What follows belongs to an exercise in optimizing a design on an open flow for small area and a short achievable clock period; a production flow would make more cautious choices.
Only simulation tests tie the RTL to the original design; equivalence was not proved.

==> design/flow/design.v <==
module dds_ctrl (
    input  wire        clk,
    input  wire [17:0] A,
    input  wire        vld,
    output wire [21:0] out
);
reg [21:0] crs_lo [0:255];
reg [21:0] crs_hi [0:255];
reg [3:0]  cfn    [0:255];
initial begin
    $readmemh("sin_corse.hex", crs_lo);
    $readmemh("sin_corse.hex", crs_hi);
    $readmemh("cos_fine.hex", cfn);
end
wire [1:0]  q   = A[17:16];
wire [7:0]  i   = A[15:8];
wire [7:0]  jx  = A[7:0];
wire [6:0]  il  = i[7] ? ~i[6:0] : i[6:0];
wire [21:0] lo  = crs_lo[{1'b0, il}];         
wire [21:0] hi  = crs_hi[{1'b1, ~il}];        
wire        sx  = i[7] ^ q[0];
wire [21:0] X   = sx ? hi : lo;       
wire [21:0] Y   = sx ? lo : hi;
wire [3:0]  cf  = cfn[jx];
wire signed [7:0]  sd  = {~jx[7], jx[6:0]};
wire signed [27:0] sdx = sd;
wire signed [27:0] sft = (sdx <<< 19) - (sdx <<< 17) + (sdx <<< 14) + (sdx <<< 11) + (sdx <<< 7) - sdx + 28'sd4096;
wire [13:0] sf  = sft[26:13];
wire [25:0] m1 = X * cf;
wire [35:0] m2 = Y * sf;
reg [4:0]  p1;
reg [13:0] p2;
reg [1:0]  qo;
always @(posedge clk) begin
    p1 <= vld ? m1[25:21] : 5'd0;
    p2 <= vld ? m2[35:22] : 14'd0;
    qo <= q;
end
wire [21:0] add = (i[7] ^ qo[0]) ? hi : lo;
wire [22:0] sum = add + p1 + p2;
wire [21:0] car = {1'b0, sum[22:2]};
wire [21:0] sgn = qo[1] ? (22'd0 - car) : car;
assign out = vld ? sgn : 22'd0;
endmodule
module stop_rom (
    input  wire [8:0]  f,
    output reg  [13:0] stop
);
always @(*)
    case (f)
        9'd0: stop = 14'd16383;
        9'd1: stop = 14'd1000;
        9'd2: stop = 14'd500;
        9'd3: stop = 14'd333;
        9'd4: stop = 14'd250;
        9'd5: stop = 14'd200;
        9'd6: stop = 14'd166;
        9'd7: stop = 14'd142;
        9'd8: stop = 14'd125;
        9'd9: stop = 14'd111;
        9'd10: stop = 14'd100;
        9'd11: stop = 14'd90;
        9'd12: stop = 14'd83;
        9'd13: stop = 14'd76;
        9'd14: stop = 14'd71;
        9'd15: stop = 14'd66;
        9'd16: stop = 14'd62;
        9'd17: stop = 14'd58;
        9'd18: stop = 14'd55;
        9'd19: stop = 14'd52;
        9'd20: stop = 14'd50;
        9'd21: stop = 14'd47;
        9'd22: stop = 14'd45;
        9'd23: stop = 14'd43;
        9'd24: stop = 14'd41;
        9'd25: stop = 14'd40;
        9'd26: stop = 14'd38;
        9'd27: stop = 14'd37;
        9'd28: stop = 14'd35;
        9'd29: stop = 14'd34;
        9'd30: stop = 14'd33;
        9'd31: stop = 14'd32;
        9'd32: stop = 14'd31;
        9'd33: stop = 14'd30;
        9'd34: stop = 14'd29;
        9'd35: stop = 14'd28;
        9'd36: stop = 14'd27;
        9'd37: stop = 14'd27;
        9'd38: stop = 14'd26;
        9'd39: stop = 14'd25;
        9'd40: stop = 14'd25;
        9'd41: stop = 14'd24;
        9'd42: stop = 14'd23;
        9'd43: stop = 14'd23;
        9'd44: stop = 14'd22;
        9'd45: stop = 14'd22;
        9'd46: stop = 14'd21;
        9'd47: stop = 14'd21;
        9'd48: stop = 14'd20;
        9'd49: stop = 14'd20;
        9'd50: stop = 14'd20;
        9'd51: stop = 14'd19;
        9'd52: stop = 14'd19;
        9'd53: stop = 14'd18;
        9'd54: stop = 14'd18;
        9'd55: stop = 14'd18;
        9'd56: stop = 14'd17;
        9'd57: stop = 14'd17;
        9'd58: stop = 14'd17;
        9'd59: stop = 14'd16;
        9'd60: stop = 14'd16;
        9'd61: stop = 14'd16;
        9'd62: stop = 14'd16;
        9'd63: stop = 14'd15;
        9'd64: stop = 14'd15;
        9'd65: stop = 14'd15;
        9'd66: stop = 14'd15;
        9'd67: stop = 14'd14;
        9'd68: stop = 14'd14;
        9'd69: stop = 14'd14;
        9'd70: stop = 14'd14;
        9'd71: stop = 14'd14;
        9'd72: stop = 14'd13;
        9'd73: stop = 14'd13;
        9'd74: stop = 14'd13;
        9'd75: stop = 14'd13;
        9'd76: stop = 14'd13;
        9'd77: stop = 14'd12;
        9'd78: stop = 14'd12;
        9'd79: stop = 14'd12;
        9'd80: stop = 14'd12;
        9'd81: stop = 14'd12;
        9'd82: stop = 14'd12;
        9'd83: stop = 14'd12;
        9'd84: stop = 14'd11;
        9'd85: stop = 14'd11;
        9'd86: stop = 14'd11;
        9'd87: stop = 14'd11;
        9'd88: stop = 14'd11;
        9'd89: stop = 14'd11;
        9'd90: stop = 14'd11;
        9'd91: stop = 14'd10;
        9'd92: stop = 14'd10;
        9'd93: stop = 14'd10;
        9'd94: stop = 14'd10;
        9'd95: stop = 14'd10;
        9'd96: stop = 14'd10;
        9'd97: stop = 14'd10;
        9'd98: stop = 14'd10;
        9'd99: stop = 14'd10;
        9'd100: stop = 14'd10;
        9'd101: stop = 14'd9;
        9'd102: stop = 14'd9;
        9'd103: stop = 14'd9;
        9'd104: stop = 14'd9;
        9'd105: stop = 14'd9;
        9'd106: stop = 14'd9;
        9'd107: stop = 14'd9;
        9'd108: stop = 14'd9;
        9'd109: stop = 14'd9;
        9'd110: stop = 14'd9;
        9'd111: stop = 14'd9;
        9'd112: stop = 14'd8;
        9'd113: stop = 14'd8;
        9'd114: stop = 14'd8;
        9'd115: stop = 14'd8;
        9'd116: stop = 14'd8;
        9'd117: stop = 14'd8;
        9'd118: stop = 14'd8;
        9'd119: stop = 14'd8;
        9'd120: stop = 14'd8;
        9'd121: stop = 14'd8;
        9'd122: stop = 14'd8;
        9'd123: stop = 14'd8;
        9'd124: stop = 14'd8;
        9'd125: stop = 14'd8;
        9'd126: stop = 14'd7;
        9'd127: stop = 14'd7;
        9'd128: stop = 14'd7;
        9'd129: stop = 14'd7;
        9'd130: stop = 14'd7;
        9'd131: stop = 14'd7;
        9'd132: stop = 14'd7;
        9'd133: stop = 14'd7;
        9'd134: stop = 14'd7;
        9'd135: stop = 14'd7;
        9'd136: stop = 14'd7;
        9'd137: stop = 14'd7;
        9'd138: stop = 14'd7;
        9'd139: stop = 14'd7;
        9'd140: stop = 14'd7;
        9'd141: stop = 14'd7;
        9'd142: stop = 14'd7;
        9'd143: stop = 14'd6;
        9'd144: stop = 14'd6;
        9'd145: stop = 14'd6;
        9'd146: stop = 14'd6;
        9'd147: stop = 14'd6;
        9'd148: stop = 14'd6;
        9'd149: stop = 14'd6;
        9'd150: stop = 14'd6;
        9'd151: stop = 14'd6;
        9'd152: stop = 14'd6;
        9'd153: stop = 14'd6;
        9'd154: stop = 14'd6;
        9'd155: stop = 14'd6;
        9'd156: stop = 14'd6;
        9'd157: stop = 14'd6;
        9'd158: stop = 14'd6;
        9'd159: stop = 14'd6;
        9'd160: stop = 14'd6;
        9'd161: stop = 14'd6;
        9'd162: stop = 14'd6;
        9'd163: stop = 14'd6;
        9'd164: stop = 14'd6;
        9'd165: stop = 14'd6;
        9'd166: stop = 14'd6;
        9'd167: stop = 14'd5;
        9'd168: stop = 14'd5;
        9'd169: stop = 14'd5;
        9'd170: stop = 14'd5;
        9'd171: stop = 14'd5;
        9'd172: stop = 14'd5;
        9'd173: stop = 14'd5;
        9'd174: stop = 14'd5;
        9'd175: stop = 14'd5;
        9'd176: stop = 14'd5;
        9'd177: stop = 14'd5;
        9'd178: stop = 14'd5;
        9'd179: stop = 14'd5;
        9'd180: stop = 14'd5;
        9'd181: stop = 14'd5;
        9'd182: stop = 14'd5;
        9'd183: stop = 14'd5;
        9'd184: stop = 14'd5;
        9'd185: stop = 14'd5;
        9'd186: stop = 14'd5;
        9'd187: stop = 14'd5;
        9'd188: stop = 14'd5;
        9'd189: stop = 14'd5;
        9'd190: stop = 14'd5;
        9'd191: stop = 14'd5;
        9'd192: stop = 14'd5;
        9'd193: stop = 14'd5;
        9'd194: stop = 14'd5;
        9'd195: stop = 14'd5;
        9'd196: stop = 14'd5;
        9'd197: stop = 14'd5;
        9'd198: stop = 14'd5;
        9'd199: stop = 14'd5;
        9'd200: stop = 14'd5;
        9'd201: stop = 14'd4;
        9'd202: stop = 14'd4;
        9'd203: stop = 14'd4;
        9'd204: stop = 14'd4;
        9'd205: stop = 14'd4;
        9'd206: stop = 14'd4;
        9'd207: stop = 14'd4;
        9'd208: stop = 14'd4;
        9'd209: stop = 14'd4;
        9'd210: stop = 14'd4;
        9'd211: stop = 14'd4;
        9'd212: stop = 14'd4;
        9'd213: stop = 14'd4;
        9'd214: stop = 14'd4;
        9'd215: stop = 14'd4;
        9'd216: stop = 14'd4;
        9'd217: stop = 14'd4;
        9'd218: stop = 14'd4;
        9'd219: stop = 14'd4;
        9'd220: stop = 14'd4;
        9'd221: stop = 14'd4;
        9'd222: stop = 14'd4;
        9'd223: stop = 14'd4;
        9'd224: stop = 14'd4;
        9'd225: stop = 14'd4;
        9'd226: stop = 14'd4;
        9'd227: stop = 14'd4;
        9'd228: stop = 14'd4;
        9'd229: stop = 14'd4;
        9'd230: stop = 14'd4;
        9'd231: stop = 14'd4;
        9'd232: stop = 14'd4;
        9'd233: stop = 14'd4;
        9'd234: stop = 14'd4;
        9'd235: stop = 14'd4;
        9'd236: stop = 14'd4;
        9'd237: stop = 14'd4;
        9'd238: stop = 14'd4;
        9'd239: stop = 14'd4;
        9'd240: stop = 14'd4;
        9'd241: stop = 14'd4;
        9'd242: stop = 14'd4;
        9'd243: stop = 14'd4;
        9'd244: stop = 14'd4;
        9'd245: stop = 14'd4;
        9'd246: stop = 14'd4;
        9'd247: stop = 14'd4;
        9'd248: stop = 14'd4;
        9'd249: stop = 14'd4;
        9'd250: stop = 14'd4;
        9'd251: stop = 14'd3;
        9'd252: stop = 14'd3;
        9'd253: stop = 14'd3;
        9'd254: stop = 14'd3;
        9'd255: stop = 14'd3;
        9'd256: stop = 14'd3;
        9'd257: stop = 14'd3;
        9'd258: stop = 14'd3;
        9'd259: stop = 14'd3;
        9'd260: stop = 14'd3;
        9'd261: stop = 14'd3;
        9'd262: stop = 14'd3;
        9'd263: stop = 14'd3;
        9'd264: stop = 14'd3;
        9'd265: stop = 14'd3;
        9'd266: stop = 14'd3;
        9'd267: stop = 14'd3;
        9'd268: stop = 14'd3;
        9'd269: stop = 14'd3;
        9'd270: stop = 14'd3;
        9'd271: stop = 14'd3;
        9'd272: stop = 14'd3;
        9'd273: stop = 14'd3;
        9'd274: stop = 14'd3;
        9'd275: stop = 14'd3;
        9'd276: stop = 14'd3;
        9'd277: stop = 14'd3;
        9'd278: stop = 14'd3;
        9'd279: stop = 14'd3;
        9'd280: stop = 14'd3;
        9'd281: stop = 14'd3;
        9'd282: stop = 14'd3;
        9'd283: stop = 14'd3;
        9'd284: stop = 14'd3;
        9'd285: stop = 14'd3;
        9'd286: stop = 14'd3;
        9'd287: stop = 14'd3;
        9'd288: stop = 14'd3;
        9'd289: stop = 14'd3;
        9'd290: stop = 14'd3;
        9'd291: stop = 14'd3;
        9'd292: stop = 14'd3;
        9'd293: stop = 14'd3;
        9'd294: stop = 14'd3;
        9'd295: stop = 14'd3;
        9'd296: stop = 14'd3;
        9'd297: stop = 14'd3;
        9'd298: stop = 14'd3;
        9'd299: stop = 14'd3;
        9'd300: stop = 14'd3;
        9'd301: stop = 14'd3;
        9'd302: stop = 14'd3;
        9'd303: stop = 14'd3;
        9'd304: stop = 14'd3;
        9'd305: stop = 14'd3;
        9'd306: stop = 14'd3;
        9'd307: stop = 14'd3;
        9'd308: stop = 14'd3;
        9'd309: stop = 14'd3;
        9'd310: stop = 14'd3;
        9'd311: stop = 14'd3;
        9'd312: stop = 14'd3;
        9'd313: stop = 14'd3;
        9'd314: stop = 14'd3;
        9'd315: stop = 14'd3;
        9'd316: stop = 14'd3;
        9'd317: stop = 14'd3;
        9'd318: stop = 14'd3;
        9'd319: stop = 14'd3;
        9'd320: stop = 14'd3;
        9'd321: stop = 14'd3;
        9'd322: stop = 14'd3;
        9'd323: stop = 14'd3;
        9'd324: stop = 14'd3;
        9'd325: stop = 14'd3;
        9'd326: stop = 14'd3;
        9'd327: stop = 14'd3;
        9'd328: stop = 14'd3;
        9'd329: stop = 14'd3;
        9'd330: stop = 14'd3;
        9'd331: stop = 14'd3;
        9'd332: stop = 14'd3;
        9'd333: stop = 14'd3;
        9'd334: stop = 14'd2;
        9'd335: stop = 14'd2;
        9'd336: stop = 14'd2;
        9'd337: stop = 14'd2;
        9'd338: stop = 14'd2;
        9'd339: stop = 14'd2;
        9'd340: stop = 14'd2;
        9'd341: stop = 14'd2;
        9'd342: stop = 14'd2;
        9'd343: stop = 14'd2;
        9'd344: stop = 14'd2;
        9'd345: stop = 14'd2;
        9'd346: stop = 14'd2;
        9'd347: stop = 14'd2;
        9'd348: stop = 14'd2;
        9'd349: stop = 14'd2;
        9'd350: stop = 14'd2;
        9'd351: stop = 14'd2;
        9'd352: stop = 14'd2;
        9'd353: stop = 14'd2;
        9'd354: stop = 14'd2;
        9'd355: stop = 14'd2;
        9'd356: stop = 14'd2;
        9'd357: stop = 14'd2;
        9'd358: stop = 14'd2;
        9'd359: stop = 14'd2;
        9'd360: stop = 14'd2;
        9'd361: stop = 14'd2;
        9'd362: stop = 14'd2;
        9'd363: stop = 14'd2;
        9'd364: stop = 14'd2;
        9'd365: stop = 14'd2;
        9'd366: stop = 14'd2;
        9'd367: stop = 14'd2;
        9'd368: stop = 14'd2;
        9'd369: stop = 14'd2;
        9'd370: stop = 14'd2;
        9'd371: stop = 14'd2;
        9'd372: stop = 14'd2;
        9'd373: stop = 14'd2;
        9'd374: stop = 14'd2;
        9'd375: stop = 14'd2;
        9'd376: stop = 14'd2;
        9'd377: stop = 14'd2;
        9'd378: stop = 14'd2;
        9'd379: stop = 14'd2;
        9'd380: stop = 14'd2;
        9'd381: stop = 14'd2;
        9'd382: stop = 14'd2;
        9'd383: stop = 14'd2;
        9'd384: stop = 14'd2;
        9'd385: stop = 14'd2;
        9'd386: stop = 14'd2;
        9'd387: stop = 14'd2;
        9'd388: stop = 14'd2;
        9'd389: stop = 14'd2;
        9'd390: stop = 14'd2;
        9'd391: stop = 14'd2;
        9'd392: stop = 14'd2;
        9'd393: stop = 14'd2;
        9'd394: stop = 14'd2;
        9'd395: stop = 14'd2;
        9'd396: stop = 14'd2;
        9'd397: stop = 14'd2;
        9'd398: stop = 14'd2;
        9'd399: stop = 14'd2;
        9'd400: stop = 14'd2;
        9'd401: stop = 14'd2;
        9'd402: stop = 14'd2;
        9'd403: stop = 14'd2;
        9'd404: stop = 14'd2;
        9'd405: stop = 14'd2;
        9'd406: stop = 14'd2;
        9'd407: stop = 14'd2;
        9'd408: stop = 14'd2;
        9'd409: stop = 14'd2;
        9'd410: stop = 14'd2;
        9'd411: stop = 14'd2;
        9'd412: stop = 14'd2;
        9'd413: stop = 14'd2;
        9'd414: stop = 14'd2;
        9'd415: stop = 14'd2;
        9'd416: stop = 14'd2;
        9'd417: stop = 14'd2;
        9'd418: stop = 14'd2;
        9'd419: stop = 14'd2;
        9'd420: stop = 14'd2;
        9'd421: stop = 14'd2;
        9'd422: stop = 14'd2;
        9'd423: stop = 14'd2;
        9'd424: stop = 14'd2;
        9'd425: stop = 14'd2;
        9'd426: stop = 14'd2;
        9'd427: stop = 14'd2;
        9'd428: stop = 14'd2;
        9'd429: stop = 14'd2;
        9'd430: stop = 14'd2;
        9'd431: stop = 14'd2;
        9'd432: stop = 14'd2;
        9'd433: stop = 14'd2;
        9'd434: stop = 14'd2;
        9'd435: stop = 14'd2;
        9'd436: stop = 14'd2;
        9'd437: stop = 14'd2;
        9'd438: stop = 14'd2;
        9'd439: stop = 14'd2;
        9'd440: stop = 14'd2;
        9'd441: stop = 14'd2;
        9'd442: stop = 14'd2;
        9'd443: stop = 14'd2;
        9'd444: stop = 14'd2;
        9'd445: stop = 14'd2;
        9'd446: stop = 14'd2;
        9'd447: stop = 14'd2;
        9'd448: stop = 14'd2;
        9'd449: stop = 14'd2;
        9'd450: stop = 14'd2;
        9'd451: stop = 14'd2;
        9'd452: stop = 14'd2;
        9'd453: stop = 14'd2;
        9'd454: stop = 14'd2;
        9'd455: stop = 14'd2;
        9'd456: stop = 14'd2;
        9'd457: stop = 14'd2;
        9'd458: stop = 14'd2;
        9'd459: stop = 14'd2;
        9'd460: stop = 14'd2;
        9'd461: stop = 14'd2;
        9'd462: stop = 14'd2;
        9'd463: stop = 14'd2;
        9'd464: stop = 14'd2;
        9'd465: stop = 14'd2;
        9'd466: stop = 14'd2;
        9'd467: stop = 14'd2;
        9'd468: stop = 14'd2;
        9'd469: stop = 14'd2;
        9'd470: stop = 14'd2;
        9'd471: stop = 14'd2;
        9'd472: stop = 14'd2;
        9'd473: stop = 14'd2;
        9'd474: stop = 14'd2;
        9'd475: stop = 14'd2;
        9'd476: stop = 14'd2;
        9'd477: stop = 14'd2;
        9'd478: stop = 14'd2;
        9'd479: stop = 14'd2;
        9'd480: stop = 14'd2;
        9'd481: stop = 14'd2;
        9'd482: stop = 14'd2;
        9'd483: stop = 14'd2;
        9'd484: stop = 14'd2;
        9'd485: stop = 14'd2;
        9'd486: stop = 14'd2;
        9'd487: stop = 14'd2;
        9'd488: stop = 14'd2;
        9'd489: stop = 14'd2;
        9'd490: stop = 14'd2;
        9'd491: stop = 14'd2;
        9'd492: stop = 14'd2;
        9'd493: stop = 14'd2;
        9'd494: stop = 14'd2;
        9'd495: stop = 14'd2;
        9'd496: stop = 14'd2;
        9'd497: stop = 14'd2;
        9'd498: stop = 14'd2;
        9'd499: stop = 14'd2;
        9'd500: stop = 14'd2;
        9'd501: stop = 14'd1;
        9'd502: stop = 14'd1;
        9'd503: stop = 14'd1;
        9'd504: stop = 14'd1;
        9'd505: stop = 14'd1;
        9'd506: stop = 14'd1;
        9'd507: stop = 14'd1;
        9'd508: stop = 14'd1;
        9'd509: stop = 14'd1;
        9'd510: stop = 14'd1;
        9'd511: stop = 14'd1;
        default: stop = 14'd0;
    endcase
endmodule
`timescale 1ns / 1ps
module dds
(
    input wire          sys_clk     ,
    input wire          sys_rst_n   ,
    input wire  [5:0]   wave_sel,
    input wire  [3:0]   mode_sel,
    input wire  [8:0]   F,
    input wire  [10:0]  T,
    input wire  [6:0]   Z,
    output reg  [21:0]  dac_data,
    output reg  [7:0]   dac_data_8bit
);
reg [5:0]  wave_sel1, wave_sel2;
reg [3:0]  mode_sel1, mode_sel2;
wire w_lfm  = (wave_sel1 == 6'b000100);
wire w_nflm = (wave_sel1 == 6'b100000);
wire w_bpsk = (wave_sel1 == 6'b001000);
wire w_qpsk = (wave_sel1 == 6'b010000);
wire w_cos  = (wave_sel1 == 6'b000010);
wire w_psk  = w_bpsk | w_qpsk;
wire m_1    = (mode_sel1 == 4'b0001);
wire m_2    = (mode_sel1 == 4'b0010);
wire m_4    = (mode_sel1 == 4'b0100);
wire m_8    = (mode_sel1 == 4'b1000);
function [31:0] radd;
    input [31:0] a;
    input [31:0] b;
    input        ci;
    integer k;
    reg c;
    begin
        c = ci;
        for (k = 0; k < 32; k = k + 1) begin
            radd[k] = a[k] ^ b[k] ^ c;
            c = (a[k] & b[k]) | (c & (a[k] ^ b[k]));
        end
    end
endfunction
reg [8:1] v;
always @(posedge sys_clk or negedge sys_rst_n)
    if (!sys_rst_n) v <= 8'd0;
    else            v <= {v[7:1], 1'b1};
reg [8:0]  Fr, Fr2;
reg [10:0] Tr, Tr2;
reg [6:0]  Z1, Z2;
reg [4:0]  flag;
always @(posedge sys_clk or negedge sys_rst_n)
    if (!sys_rst_n) begin
        wave_sel1 <= 6'd0; mode_sel1 <= 4'd0; Fr <= 9'd0; Tr <= 11'd0; Z1 <= 7'd0;
        wave_sel2 <= 6'd0; mode_sel2 <= 4'd0; Fr2 <= 9'd0; Tr2 <= 11'd0; Z2 <= 7'd0;
        flag <= 5'd0;
    end else begin
        wave_sel1 <= wave_sel; mode_sel1 <= mode_sel; Fr <= F; Tr <= T; Z1 <= Z;
        wave_sel2 <= wave_sel1; mode_sel2 <= mode_sel1; Fr2 <= Fr; Tr2 <= Tr; Z2 <= Z1;
        flag <= {wave_sel1 != wave_sel, mode_sel1 != mode_sel, Fr != F, Tr != T, Z1 != Z};
    end
wire judge = |flag;            
reg  [4:1] jd;                 
wire judge_c = jd[1];          
wire [31:0] tr25  = radd({19'd0, Tr2, 2'd0}, {16'd0, Tr2, 5'd0}, 1'b0);       
wire [31:0] tr100 = radd(tr25, {13'd0, Tr2, 6'd0}, 1'b0);                       
wire [18:0] TIME  = tr100[18:0];
wire        lfm1  = (wave_sel2 == 6'b000100);
wire        m1_1  = (mode_sel2 == 4'b0001);
reg  [2:0]  tzc;
reg  [25:0] TZ;
wire        tz_ok = (tzc == 3'd7);
always @(posedge sys_clk or negedge sys_rst_n)
    if (!sys_rst_n)  tzc <= 3'd0;
    else if (judge_c) tzc <= 3'd0;
    else if (!tz_ok) tzc <= tzc + 3'd1;
always @(posedge sys_clk)
    if (!tz_ok) TZ <= radd({6'd0, (tzc == 3'd0 ? 26'd0 : {TZ[24:0], 1'b0})}, {13'd0, (Z2[3'd6 - tzc] ? TIME : 19'd0)}, 1'b0);
reg [25:0] cnt;
reg        T_cnt;
reg [3:0]  T_cnt1;
reg [5:1]  T_cnt_d;
wire [31:0] cnt_u  = radd({7'd0, cnt[25:1]}, 32'd0, 1'b1);
wire [25:0] cnt_p2 = {cnt_u[24:0], cnt[0]};
wire [25:0] cnt_p1 = cnt[0] ? {cnt_u[24:0], 1'b0} : {cnt[25:1], 1'b1};
wire eq_t   = (cnt    == {7'd0, TIME});
wire eq_tm1 = (cnt_p1 == {7'd0, TIME});
wire eq_tm2 = (cnt_p2 == {7'd0, TIME});
wire eq_t1  = !v[2] ? (cnt == 26'd0) :
              lfm1  ? (m1_1 ? eq_tm2 : (tz_ok && cnt_p2 == TZ)) :
                      (tz_ok && cnt_p1 == TZ);
always @(posedge sys_clk or negedge sys_rst_n)
    if (!sys_rst_n)  cnt <= 26'd0;
    else if (judge_c) cnt <= 26'd0;
    else if (eq_t1)  cnt <= 26'd0;
    else if (w_lfm)  cnt <= cnt_p2;
    else             cnt <= cnt_p1;
always @(posedge sys_clk or negedge sys_rst_n)
    if (!sys_rst_n)                 T_cnt <= 1'b0;
    else if (judge_c)               T_cnt <= 1'b0;
    else if (eq_tm1 && !w_lfm)      T_cnt <= 1'b1;
    else if (eq_tm2 && w_lfm)       T_cnt <= m_1 ? ~T_cnt : 1'b1;
    else if (eq_t1)                 T_cnt <= 1'b0;
always @(posedge sys_clk or negedge sys_rst_n)
    if (!sys_rst_n) T_cnt1 <= 4'd0;
    else if (judge_c) T_cnt1 <= 4'd0;
    else if (m_1)   T_cnt1 <= 4'd0;
    else if (m_2) begin
        if (eq_t)       T_cnt1 <= 4'd1;
        else if (eq_t1) T_cnt1 <= 4'd0;
    end else if (m_4 | m_8) begin
        if ((T_cnt1 == 4'd7) && eq_t1) T_cnt1 <= 4'd0;
        else if (eq_t | eq_t1)         T_cnt1 <= T_cnt1 + 4'd1;
    end
always @(posedge sys_clk or negedge sys_rst_n)
    if (!sys_rst_n) T_cnt_d <= 5'd0;
    else            T_cnt_d <= {T_cnt_d[4:1], T_cnt};
reg [2:0] fwsel;
always @(*)
    if (m_1 | m_2) fwsel = 3'd1;
    else if (m_4)
        case (T_cnt1)
            4'd0: fwsel = 3'd1; 4'd2: fwsel = 3'd2; 4'd4: fwsel = 3'd3; 4'd6: fwsel = 3'd4;
            default: fwsel = 3'd5;
        endcase
    else if (m_8)
        case (T_cnt1)
            4'd0: fwsel = 3'd1; 4'd2: fwsel = 3'd3; 4'd4: fwsel = 3'd2; 4'd6: fwsel = 3'd4;
            default: fwsel = 3'd5;
        endcase
    else fwsel = 3'd0;
reg [2:0] f0sel_n, f0sel;
always @(*)
    if (!w_psk) f0sel_n = 3'd0;
    else if (m_1 | m_2) f0sel_n = 3'd1;
    else if (m_4 | m_8)
        case (T_cnt1)
            4'd2: f0sel_n = 3'd2; 4'd4: f0sel_n = 3'd3; 4'd6: f0sel_n = 3'd4;
            default: f0sel_n = 3'd1;
        endcase
    else f0sel_n = 3'd0;
always @(posedge sys_clk or negedge sys_rst_n)
    if (!sys_rst_n) f0sel <= 3'd0;
    else            f0sel <= f0sel_n;
reg [8:0] F0;
always @(*)
    case (f0sel)
        3'd1: F0 = Fr2;
        3'd2: F0 = Fr2 * 2'd3;
        3'd3: F0 = {Fr2[7:0], 1'b0};
        3'd4: F0 = {Fr2[6:0], 2'b0};
        default: F0 = 9'd0;
    endcase
reg [8:0] F1;
reg       FW_flag;
always @(posedge sys_clk or negedge sys_rst_n)
    if (!sys_rst_n) begin F1 <= 9'd0; FW_flag <= 1'b0; end
    else begin F1 <= F0; FW_flag <= (F1 != F0); end
wire        fwj = judge_c | FW_flag;
wire        off = !m_1 & T_cnt;
reg  [13:0] STOP;
reg  [13:0] c16;
reg  [3:0]  state;
reg         m_data;
reg  [1:0]  m_data2;
reg  [1:0]  I_tmp, Q_tmp;
reg         bp;           
reg  [2:0]  qp;           
wire [13:0] stop_tab;
stop_rom stop_rom_inst (.f(F0), .stop(stop_tab));
wire        c_m1 = (STOP != 14'd0) && (c16 == STOP - 14'd1);
wire        c_m5 = (STOP >= 14'd5) && (c16 == STOP - 14'd5);
wire        c_m6 = (STOP >= 14'd6) && (c16 == STOP - 14'd6);
always @(posedge sys_clk or negedge sys_rst_n)
    if (!sys_rst_n) STOP <= 14'd0;
    else if (fwj)   STOP <= stop_tab;
always @(posedge sys_clk or negedge sys_rst_n)
    if (!sys_rst_n)   c16 <= 14'd0;
    else if (c_m1)    c16 <= 14'd0;
    else if (fwj)     c16 <= 14'd0;
    else if (off)     c16 <= 14'd0;
    else if (!w_psk)  c16 <= 14'd0;
    else              c16 <= c16 + 14'd1;
always @(posedge sys_clk)
    if (!sys_rst_n)   state <= 4'b1001;
    else if (c_m5)    state <= {state[2:0], state[3] ^ state[2]};
    else if (fwj)     state <= 4'b1001;
    else if (!w_psk)  state <= 4'b1001;
    else if (off)     state <= 4'b1001;
always @(posedge sys_clk)
    if (!sys_rst_n)   m_data <= 1'b0;
    else if (fwj)     m_data <= 1'b0;
    else if (off)     m_data <= 1'b0;
    else if (!w_psk)  m_data <= 1'b0;
    else              m_data <= state[0];
always @(posedge sys_clk or negedge sys_rst_n)
    if (!sys_rst_n)   m_data2 <= 2'b10;
    else if (fwj)     m_data2 <= 2'b00;
    else if (off)     m_data2 <= 2'b10;
    else if (!w_psk)  m_data2 <= 2'b10;
    else if (c_m6)    m_data2 <= {m_data2[0], m_data};
always @(posedge sys_clk or negedge sys_rst_n)
    if (!sys_rst_n) begin I_tmp <= 2'b00; Q_tmp <= 2'b00; end
    else if (judge_c | !v[1]) begin I_tmp <= 2'b00; Q_tmp <= 2'b00; end
    else begin
        I_tmp <= m_data2[0] ? 2'b01 : 2'b11;
        Q_tmp <= m_data2[1] ? 2'b01 : 2'b11;
    end
always @(posedge sys_clk or negedge sys_rst_n)
    if (!sys_rst_n) begin bp <= 1'b0; qp <= 3'd0; end
    else begin
        bp <= w_bpsk & !m_data;
        if (!w_qpsk) qp <= 3'd0;
        else if (I_tmp == 2'b01)
            qp <= (Q_tmp == 2'b01) ? 3'd3 : (Q_tmp == 2'b11) ? 3'd4 : 3'd0;
        else
            qp <= (Q_tmp == 2'b01) ? 3'd5 : (Q_tmp == 2'b11) ? 3'd6 : 3'd0;
    end
wire [2:0] tcode = (w_cos | w_lfm) ? 3'd1 :
                   w_bpsk ? (bp ? 3'd2 : 3'd0) :
                   w_qpsk ? qp :
                   w_nflm ? 3'd7 : 3'd0;
reg [3:1] lfd, pod;
reg [2:0] tcd [1:3];
reg [2:0] fwd [1:3];
always @(posedge sys_clk or negedge sys_rst_n)
    if (!sys_rst_n) begin
        jd <= 4'd0; lfd <= 3'd0; pod <= 3'd0;
        tcd[1] <= 3'd0; tcd[2] <= 3'd0; tcd[3] <= 3'd0;
        fwd[1] <= 3'd0; fwd[2] <= 3'd0; fwd[3] <= 3'd0;
    end else begin
        jd  <= {jd[3:1],  judge};
        lfd <= {lfd[2:1], w_lfm};
        pod <= {pod[2:1], off};
        tcd[1] <= tcode; tcd[2] <= tcd[1]; tcd[3] <= tcd[2];
        fwd[1] <= fwsel; fwd[2] <= fwd[1]; fwd[3] <= fwd[2];
    end
wire       judge_d  = jd[4];
wire       lfm_d    = lfd[3];
wire       off_d    = pod[3];
wire [2:0] tc_d     = tcd[3];
wire [2:0] fws_d    = fwd[3];
wire       nflm_d   = (tc_d == 3'd7);
wire       tflag_d  = T_cnt_d[4] ^ T_cnt_d[5];
wire        lfm_j = (wave_sel1 == 6'b000100);
wire [28:0] Fr29  = {20'd0, Fr};
wire [28:0] num0  = (Fr29 << 20) - (Fr29 << 18) + (Fr29 << 16) + (Fr29 << 13)
                  - (Fr29 << 10) - (Fr29 << 7) - (Fr29 << 4) + Fr29;
wire [10:0] den0  = lfm_j ? Tr : {2'd0, Fr};
reg  [10:0] dr1, dr2, dr3;      
reg  [28:0] dw1, dw2, dw3;      
reg  [10:0] dd1, dd2, dd3;      
reg         dl1, dl2, dl3;      
function [39:0] divstep;        
    input [10:0] r;
    input [28:0] w;
    input [10:0] d;
    reg   [11:0] r2;
    reg   [12:0] df;
    begin
        r2 = {r, w[28]};
        df = {1'b0, r2} - {2'b0, d};
        if (!df[12]) divstep = {df[10:0], w[27:0], 1'b1};
        else         divstep = {r2[10:0], w[27:0], 1'b0};
    end
endfunction
reg [39:0] s0, s1, s2, s3;
integer k;
always @(*) begin
    s0 = {11'd0, num0};
    for (k = 0; k < 6; k = k + 1) s0 = divstep(s0[39:29], s0[28:0], den0);
    s1 = {dr1, dw1};
    for (k = 0; k < 8; k = k + 1) s1 = divstep(s1[39:29], s1[28:0], dd1);
    s2 = {dr2, dw2};
    for (k = 0; k < 8; k = k + 1) s2 = divstep(s2[39:29], s2[28:0], dd2);
    s3 = {dr3, dw3};
    for (k = 0; k < 7; k = k + 1) s3 = divstep(s3[39:29], s3[28:0], dd3);
end
always @(posedge sys_clk) begin
    dr1 <= s0[39:29]; dw1 <= s0[28:0]; dd1 <= den0; dl1 <= lfm_j;
    dr2 <= s1[39:29]; dw2 <= s1[28:0]; dd2 <= dd1;  dl2 <= dl1;
    dr3 <= s2[39:29]; dw3 <= s2[28:0]; dd3 <= dd2;  dl3 <= dl2;
end
wire [31:0] F32    = {23'd0, dd3[8:0]};
wire [31:0] fw_f   = (F32 << 23) + (F32 << 18) - (F32 << 16) + (F32 << 12)
                   + (F32 << 9) + (F32 << 7) - (F32 << 4) - (F32 << 1);
wire [31:0] fw_new = dl3 ? {{3{dd3 == 11'd0}}, s3[28:0]} : fw_f;
reg [31:0] F_WORD, FW1, acc, fre_add;
reg [17:0] r1;
reg [22:0] rom_addr_theta;
reg        lfm_p, nflm_p;
always @(posedge sys_clk or negedge sys_rst_n)
    if (!sys_rst_n)   F_WORD <= 32'd0;
    else if (judge_d) F_WORD <= fw_new;
always @(posedge sys_clk or negedge sys_rst_n)
    if (!sys_rst_n) FW1 <= 32'd0;
    else case (fws_d)
        3'd1: FW1 <= F_WORD;
        3'd2: FW1 <= {F_WORD[30:0], 1'b0};
        3'd3: FW1 <= radd(F_WORD, {F_WORD[30:0], 1'b0}, 1'b0);
        3'd4: FW1 <= {F_WORD[29:0], 2'b0};
        3'd5: FW1 <= 32'd0;
        default: ;
    endcase
always @(posedge sys_clk or negedge sys_rst_n)
    if (!sys_rst_n) begin lfm_p <= 1'b0; nflm_p <= 1'b0; end
    else begin lfm_p <= lfm_d; nflm_p <= nflm_d; end
wire [31:0] theta    = lfm_p  ? acc : 32'd0;
wire [31:0] fre_add1 = nflm_p ? acc : 32'd0;
wire        nflm_clr = judge_d | !nflm_d;
wire [31:0] acc_sum = radd(lfm_d ? theta : fre_add1, lfm_d ? FW1 : {2'b00, F_WORD[31:2]}, 1'b0);
always @(posedge sys_clk or negedge sys_rst_n)
    if (!sys_rst_n)                    acc <= 32'd0;
    else if (lfm_d)                    acc <= (judge_d | tflag_d) ? 32'd0 : acc_sum;
    else if (nflm_d)                   acc <= judge_d ? 32'd0 : acc_sum;
    else                               acc <= 32'd0;
always @(posedge sys_clk or negedge sys_rst_n)
    if (!sys_rst_n)     fre_add <= 32'd0;
    else if (judge_d)   fre_add <= 32'd0;
    else if (off_d)     fre_add <= 32'd0;
    else if (lfm_d && tflag_d) fre_add <= 32'd0;
    else                fre_add <= radd(fre_add, lfm_d ? theta : FW1, 1'b0);
always @(posedge sys_clk or negedge sys_rst_n)
    if (!sys_rst_n)    r1 <= 18'd0;
    else if (nflm_clr) r1 <= 18'd0;
    else               r1 <= fre_add1[31:14];
reg [17:0] rd [1:5];
reg        nclr_d;
always @(posedge sys_clk) begin
    rd[1] <= r1; rd[2] <= rd[1]; rd[3] <= rd[2]; rd[4] <= rd[3]; rd[5] <= rd[4];
end
always @(posedge sys_clk or negedge sys_rst_n)
    if (!sys_rst_n) nclr_d <= 1'b0;
    else            nclr_d <= nflm_clr;
wire [21:0] nflm_data;
dds_ctrl nflm_sine (.clk(sys_clk), .A(rd[5]), .vld(v[8]), .out(nflm_data));
wire [21:0] nflm_ofs = nflm_data + (nflm_data[21] ? 22'h200001 : 22'h1FFFFF);
always @(posedge sys_clk or negedge sys_rst_n)
    if (!sys_rst_n) rom_addr_theta <= 23'd0;
    else case (tc_d)
        3'd1: rom_addr_theta <= 23'h1FFFFF;
        3'd2: rom_addr_theta <= 23'h3FFFFF;
        3'd3: rom_addr_theta <= 23'h0FFFFF;
        3'd4: rom_addr_theta <= 23'h2FFFFF;
        3'd5: rom_addr_theta <= 23'h4FFFFF;
        3'd6: rom_addr_theta <= 23'h6FFFFF;
        3'd7: rom_addr_theta <= nclr_d ? 23'd0 : {nflm_ofs, 1'b0};
        default: rom_addr_theta <= 23'd0;
    endcase
wire [22:0] rom_addr = rom_addr_theta + fre_add[31:9];
wire [21:0] dds_data;
dds_ctrl main_sine (.clk(sys_clk), .A(rom_addr[22:5]), .vld(v[3]), .out(dds_data));
wire        dac_en   = (mode_sel == 4'b0001) | !T_cnt_d[4];
wire [7:0]  dds_8bit = dds_data[21:14] + (dds_data[21] ? 8'd129 : 8'd127);
always @(posedge sys_clk or negedge sys_rst_n)
    if (!sys_rst_n) begin
        dac_data      <= 22'd0;
        dac_data_8bit <= 8'h7F;
    end else begin
        dac_data      <= dac_en ? dds_data : 22'd0;
        dac_data_8bit <= dac_en ? dds_8bit : 8'h7F;
    end
endmodule
==> design/flow/cos_fine.hex <==
a
a
a
9
9
9
9
9
9
9
8
8
8
8
8
8
8
7
7
7
7
7
7
7
7
6
6
6
6
6
6
6
6
5
5
5
5
5
5
5
5
5
4
4
4
4
4
4
4
4
4
4
3
3
3
3
3
3
3
3
3
3
3
3
2
2
2
2
2
2
2
2
2
2
2
2
2
2
2
1
1
1
1
1
1
1
1
1
1
1
1
1
1
1
1
1
1
1
1
1
0
0
0
0
0
0
0
0
0
0
0
0
0
0
0
0
0
0
0
0
0
0
0
0
0
0
0
0
0
0
0
0
0
0
0
0
0
0
0
0
0
0
0
0
0
0
0
0
0
0
0
0
0
0
0
0
0
1
1
1
1
1
1
1
1
1
1
1
1
1
1
1
1
1
1
1
1
1
2
2
2
2
2
2
2
2
2
2
2
2
2
2
2
3
3
3
3
3
3
3
3
3
3
3
3
4
4
4
4
4
4
4
4
4
4
5
5
5
5
5
5
5
5
5
6
6
6
6
6
6
6
6
7
7
7
7
7
7
7
7
8
8
8
8
8
8
8
9
9
9
9
9
9
9
a
a
==> design/flow/sin_corse.hex <==
003244
0096cb
00fb51
015fd5
01c455
0228d1
028d47
02f1b7
035620
03ba81
041ed8
048326
04e768
054b9e
05afc7
0613e2
0677ee
06dbea
073fd5
07a3ae
080774
086b27
08cec5
09324d
0995be
09f918
0a5c59
0abf80
0b228d
0b857f
0be854
0c4b0c
0cada5
0d101f
0d7279
0dd4b2
0e36c8
0e98bc
0efa8b
0f5c36
0fbdba
101f18
10804e
10e15b
11423f
11a2f8
120386
1263e7
12c41a
132420
1383f6
13e39c
144311
14a254
150164
156040
15bee8
161d59
167b95
16d998
173764
1794f6
17f24e
184f6b
18ac4c
1908f0
196556
19c17d
1a1d65
1a790d
1ad473
1b2f97
1b8a78
1be515
1c3f6d
1c9980
1cf34c
1d4cd0
1da60c
1dfeff
1e57a8
1eb007
1f0819
1f5fdf
1fb757
200e82
20655d
20bbe8
211222
21680b
21bda1
2212e5
2267d4
22bc6e
2310b2
2364a0
23b837
240b75
245e5b
24b0e7
250318
2554ee
25a668
25f785
264844
2698a5
26e8a6
273848
278789
27d668
2824e5
2872ff
28c0b5
290e06
295af3
29a779
29f398
2a3f50
2a8aa0
2ad587
2b2004
2b6a16
2bb3be
2bfcf9
2c45c9
2c8e2b
2cd61e
2d1da4
2d64ba
2dab60
2df195
2e3759
2e7cab
2ec18a
2f05f6
2f49ee
2f8d71
2fd07f
301317
305538
3096e2
30d814
3118ce
31590e
3198d5
31d821
3216f3
325548
329322
32d07f
330d5e
3349bf
3385a2
33c106
33fbea
34364e
347031
34a992
34e272
351acf
3552a9
3589ff
35c0d2
35f720
362ce8
36622b
3696e8
36cb1e
36fecd
3731f4
376493
3796aa
37c837
37f93a
3829b4
3859a3
388906
38b7df
38e62b
3913eb
39411e
396dc4
3999dc
39c566
39f062
3a1ace
3a44ac
3a6df9
3a96b6
3abee3
3ae67f
3b0d89
3b3402
3b59e8
3b7f3d
3ba3fe
3bc82c
3bebc7
3c0ece
3c3140
3c531f
3c7468
3c951c
3cb53b
3cd4c4
3cf3b6
3d1213
3d2fd8
3d4d07
3d699f
3d859f
3da107
3dbbd7
3dd60f
3defae
3e08b4
3e2121
3e38f5
3e5030
3e66d1
3e7cd7
3e9244
3ea716
3ebb4e
3eceeb
3ee1ed
3ef453
3f061f
3f174e
3f27e3
3f37db
3f4737
3f55f8
3f641c
3f71a3
3f7e8e
3f8adc
3f968e
3fa1a3
3fac1a
3fb5f5
3fbf32
3fc7d2
3fcfd5
3fd73a
3fde02
3fe42c
3fe9b9
3feea7
3ff2f9
3ff6ac
3ff9c1
3ffc39
3ffe13
3fff4e
3fffec
==> design/flow/run.sh <==
#!/bin/bash
# synth_recipe.tcl (not shown) runs the flow's synth.tcl, then flattens the netlist and writes it again
# the make line also repeats each setting of config.mk as NAME=value (left out here)
make -C /OpenROAD-flow-scripts/flow DESIGN_CONFIG=/design/flow/config.mk WORK_HOME=/design/flow/orfs CLKGATE_MAP_FILE= SYNTH_SCRIPT=/design/flow/synth_recipe.tcl finish
==> design/flow/config.mk <==
export PLATFORM = sky130hd
export DESIGN_NAME = dds
export DESIGN_NICKNAME = dds
export VERILOG_FILES = /design/flow/design.v
export SDC_FILE = /design/flow/constraint.sdc
export NUM_CORES = 4
export LEC_CHECK = 0
export ABC_AREA = 1
export CAP_MARGIN = 15
export CORE_MARGIN = 2
export CORE_UTILIZATION = 35
export SLEW_MARGIN = 15
export SYNTH_MEMORY_MAX_BITS = 16384
==> design/flow/constraint.sdc <==
create_clock -name core_clock -period 120.0 [get_ports {sys_clk}]
set_input_delay 24.0000 -clock core_clock [delete_from_list [all_inputs] [get_ports {sys_clk}]]
set_output_delay 24.0000 -clock core_clock [all_outputs]
set_load 0.01 [all_outputs]
==> results.txt <==
* Outcome: timing/DRC/antenna clean
* Setup-failing EPs final at 0
* Number of remaining DRC errors at 0
* Vias in the first global route at 84800
* Area of the multi-input gates at 68100 µm²
* Startpoint type of the worst setup path: primary input
* Maxcap violations at 0
* Total detailed-routing wirelength at 318000 µm
* Area occupied by registers at 16800 µm²
* Area growth syn-to-layout at 8.04%
* Worst hold-check path type: reg2reg
* Detailed-route via count at 86400
* Data required time of the critical path at 120.69 ns
* Post-place setup slack at 92.61 ns
* Library cells used by synthesis at 86
* Violation count after the first detailed-route iteration at 6887
* Final standard cell utilization of the core at 37.9%
* Clock network latency to the later pin of the worst-skew pair at 0.73 ns
* Num rows at 191
* Setup TNS Final at 0 ns
* Clock Skew at 0.105 ns
* Area of the core at 270000 µm²
* Maximum number of pins on one net before global-route repair at 152
* Pins Over Slew Limit at 0
* CTS tree: yes
* Final period demand of the worst path at 26.40 ns
* DR pass1 iterations at 8
* IO buf count at 68
* Total count of hold-check failures in the final report at 0
* Synth Cell Area at 94800 µm²
* I/O pins at 69
* Cell at the root of the clock tree: clkbuf_16
* First-pass GRT wire length at 498000 µm
* Kind of end point of the critical path: async pin
* Post-detailed-route count of antenna-violating nets at 0
* Antenna violations before repair at 8
* Total Nets Final at 14800
* Arrival time reported for the critical path endpoint at 27.09 ns
* Die X at 524 µm
* Hpwl dp at 251000 µm
* Final worst-path setup slack at 93.60 ns
* Post-synth EDFFs at 24
* Worst setup path category: in2async
* Syn Area/Cell at 7.30 µm²
* Overall track demand over capacity in global routing at 22.8%
* Highest clock frequency the design can meet at 37.9 MHz
* Total CTS buffers at 86
* GRT Residual Overflow at 0
* Synthesized netlist cell count at 13000
* Number of gates resized after CTS at 0
* RSZ-0062 raised after global routing: no
* Initial core utilization at 35.1%
* Area of the die at 275000 µm²
* Async SR Flop Fraction at 55.7%
* Number of register bits inferred by synthesis at 724
* Clock slew seen by the registers of the worst setup and hold paths at 0.06 ns
* Ys Warns at 9
* Vertical extent of the die at 524 µm
* Hold-fix buffers, CTS at 0
* Clock sinks at 724
* Ratio of final minimum period to clock period at 22.0%
* Drt via density at 5.22
* Worst Hold Margin at 0.306 ns
* Filler Cells Inserted at 28600
* Max H-tree Level at 3
* Number of post-CTS setup repair buffers at 0
* Layout cell share with drive strength beyond 1 at 4.51%
* Proportion of synthesized chip area in sequential cells at 17.7%
* RD Place Congestion at 1.06
* Slew margin rel. at 21.7%
* Routed length per placed instance at 19.2 µm
* CP Max Fanout at 151
* Most common flop cell mapped by yosys: dfrtp_1
* Number of antenna cells inserted at 0
* Number of buffers on the longest clock path at 3
* Pin slew with the least headroom to its limit at 1.17 ns
-- cell families (layout without fill, tap and decap cells) --
kind of cell               Yosys count  after routing  share of synthesized area [%]
buffers and inverters             2600           2592                           10.6
xor gates and xnor gates           494            494                           4.60
DFF                                724            724                           17.7
and+or+nand+nor                   4892           4892                           21.4
muxes                                2              2                         0.0211
other                                2              5                        0.00792
adders and majority gates         1858           1858                           30.9
AOI/OAI and AO/OA                 2411           2411                           14.8
-- critical path: stages --
cell,delay [ns]
buf_8,0.64
buf_4,0.75
buf_12,0.62
buf_4,0.85
-- registers in the layout, summed over array words and instances, names as in the netlist, 14 cells and up --
register / cells
FW1: 32
F_WORD: 32
TZ: 24
acc: 32
c16: 14
cnt: 26
dac_data: 22
dw1: 29
dw2: 29
dw3: 29
fre_add: 32
main_sine.p2: 14
nflm_sine.p2: 14
r1: 18
rd: 90
rom_addr_theta: 23
-- area by class of cell --
type	count	share of cell area, %
Timing Repair Buffer	201	1.66
Sequential cell	724	16.4
Tap cell	3570	4.36
Clock inverter	58	0.688
Clock buffer	104	2.26
Inverter	2229	8.18
Multi-Input combinational cell	9662	66.5
-- placed cells by master (no fill, tap or decap), types with 24 or more instances in the layout --
master / Yosys / final
a221oi_1: 36 / 36
a211oi_1: 62 / 62
nand4_1: 85 / 85
a31oi_1: 61 / 61
ha_1: 1056 / 1056
nand2_1: 2785 / 2783
o22ai_1: 112 / 111
nor3_1: 127 / 126
inv_2: 55 / 54
o21bai_1: 76 / 76
clkbuf_16: 0 / 86
nor2_1: 1103 / 1098
edfxtp_1: 24 / 24
nand3_1: 546 / 546
nor2_2: 22 / 25
nor4_1: 37 / 37
dfrtp_1: 395 / 394
o21ai_0: 814 / 813
nand2_2: 44 / 46
o211ai_1: 102 / 102
dfxtp_1: 297 / 297
clkdlybuf4s50_1: 0 / 67
o31ai_1: 33 / 33
xnor2_1: 173 / 168
or2_2: 58 / 58
o21ai_1: 69 / 70
xor2_1: 317 / 310
fa_1: 802 / 802
a21oi_1: 801 / 801
inv_1: 2140 / 2139
buf_4: 31 / 132
clkinv_1: 31 / 34
o2111ai_1: 27 / 27
o221ai_1: 44 / 44
-- synthesized netlist by cell type (all sizes together), types with 38 or more instances --
library cell  number  share of area [%]
dfxtp            297                6.3
xor2             318                2.9
a211oi            62               0.49
dfrtp            395                 10
nand3            565                3.1
o22ai            112               0.74
nand4             87               0.59
o211ai           103               0.82
o221ai            44               0.41
or2               59               0.39
a21oi            808                4.3
clkbuf           210               0.83
o21ai            896                4.8
ha              1056                 14
a31oi             61               0.40
inv             2198                8.7
nor4              38               0.26
nand2           2845                 12
fa               802                 17
nor3             132               0.72
buf              161               0.98
nor2            1130                4.6
o21bai            78               0.63
xnor2            176                1.6
-- final timing paths --
kind                                                 start                 end  slack, ns  cells past startpoint
worst min register to register           rd[2][15]$_DFF_P_   rd[3][15]$_DFF_P_       0.31                      0
max in group core_clock         dac_data_8bit[5]$_DFF_PN1_    dac_data_8bit[5]      94.26                      1
worst min-delay path                     rd[2][15]$_DFF_P_   rd[3][15]$_DFF_P_       0.31                      0
min in group asynchronous                        sys_rst_n     Fr[3]$_DFF_PN0_      23.35                      1
worst max register to register              dd1[5]$_DFF_P_      dr2[7]$_DFF_P_     100.72                    106
worst max-delay path                             sys_rst_n  FW1[6]$_DFFE_PN0P_      93.60                      4
-- stage by stage --
| step | cell area [µm²] | instances |
|---|---|---|
| after detailed placement | 99400 | 16400 |
| after global placement | 99400 | 16400 |
| after floorplan | 94800 | 13000 |
| after CTS | 102000 | 16500 |
| final | 102000 | 16500 |
| after global routing | 102000 | 16500 |
-- layer usage --
layer | part of all wire [%] | vias up | GRT usage [%]
met5 | 0.014 | - | 0
met4 | 4.3 | 6 | 8.53
met3 | 7.0 | 691 | 3.71
met2 | 45 | 2871 | 36.8
met1 | 44 | 41000 | 30.6
li1 | - | 41700 | -

==> what the ideal ports hide <==
How much do the figures lean on ideal ports? The routed layout below was timed once more, with nothing changed but the port constraints.
Step 1, drivers: a clkbuf_16 drives sys_clk and a buf_2 each remaining input, both assumed.
Step 2, shift: input delay + t, output delay - t, t = (earliest + latest rising clock arrival at the registers) / 2. This alone moves slack from input paths to output paths.
Three values: no drivers, after step 1, after step 2; two values: the first two.
shift t [ns]: 0.759
setup WS [ns]: 93.604 / 93.605 / 92.846
hold slack, ns: 0.306 / 0.306 / 0.306
cell pins on the clock port's net: 1
After both steps setup and hold are still met in this run. For this run, drivers alone change the setup slack by +0.001 ns; drivers and shift together by -0.758 ns. Setup slack includes reset recovery checks.
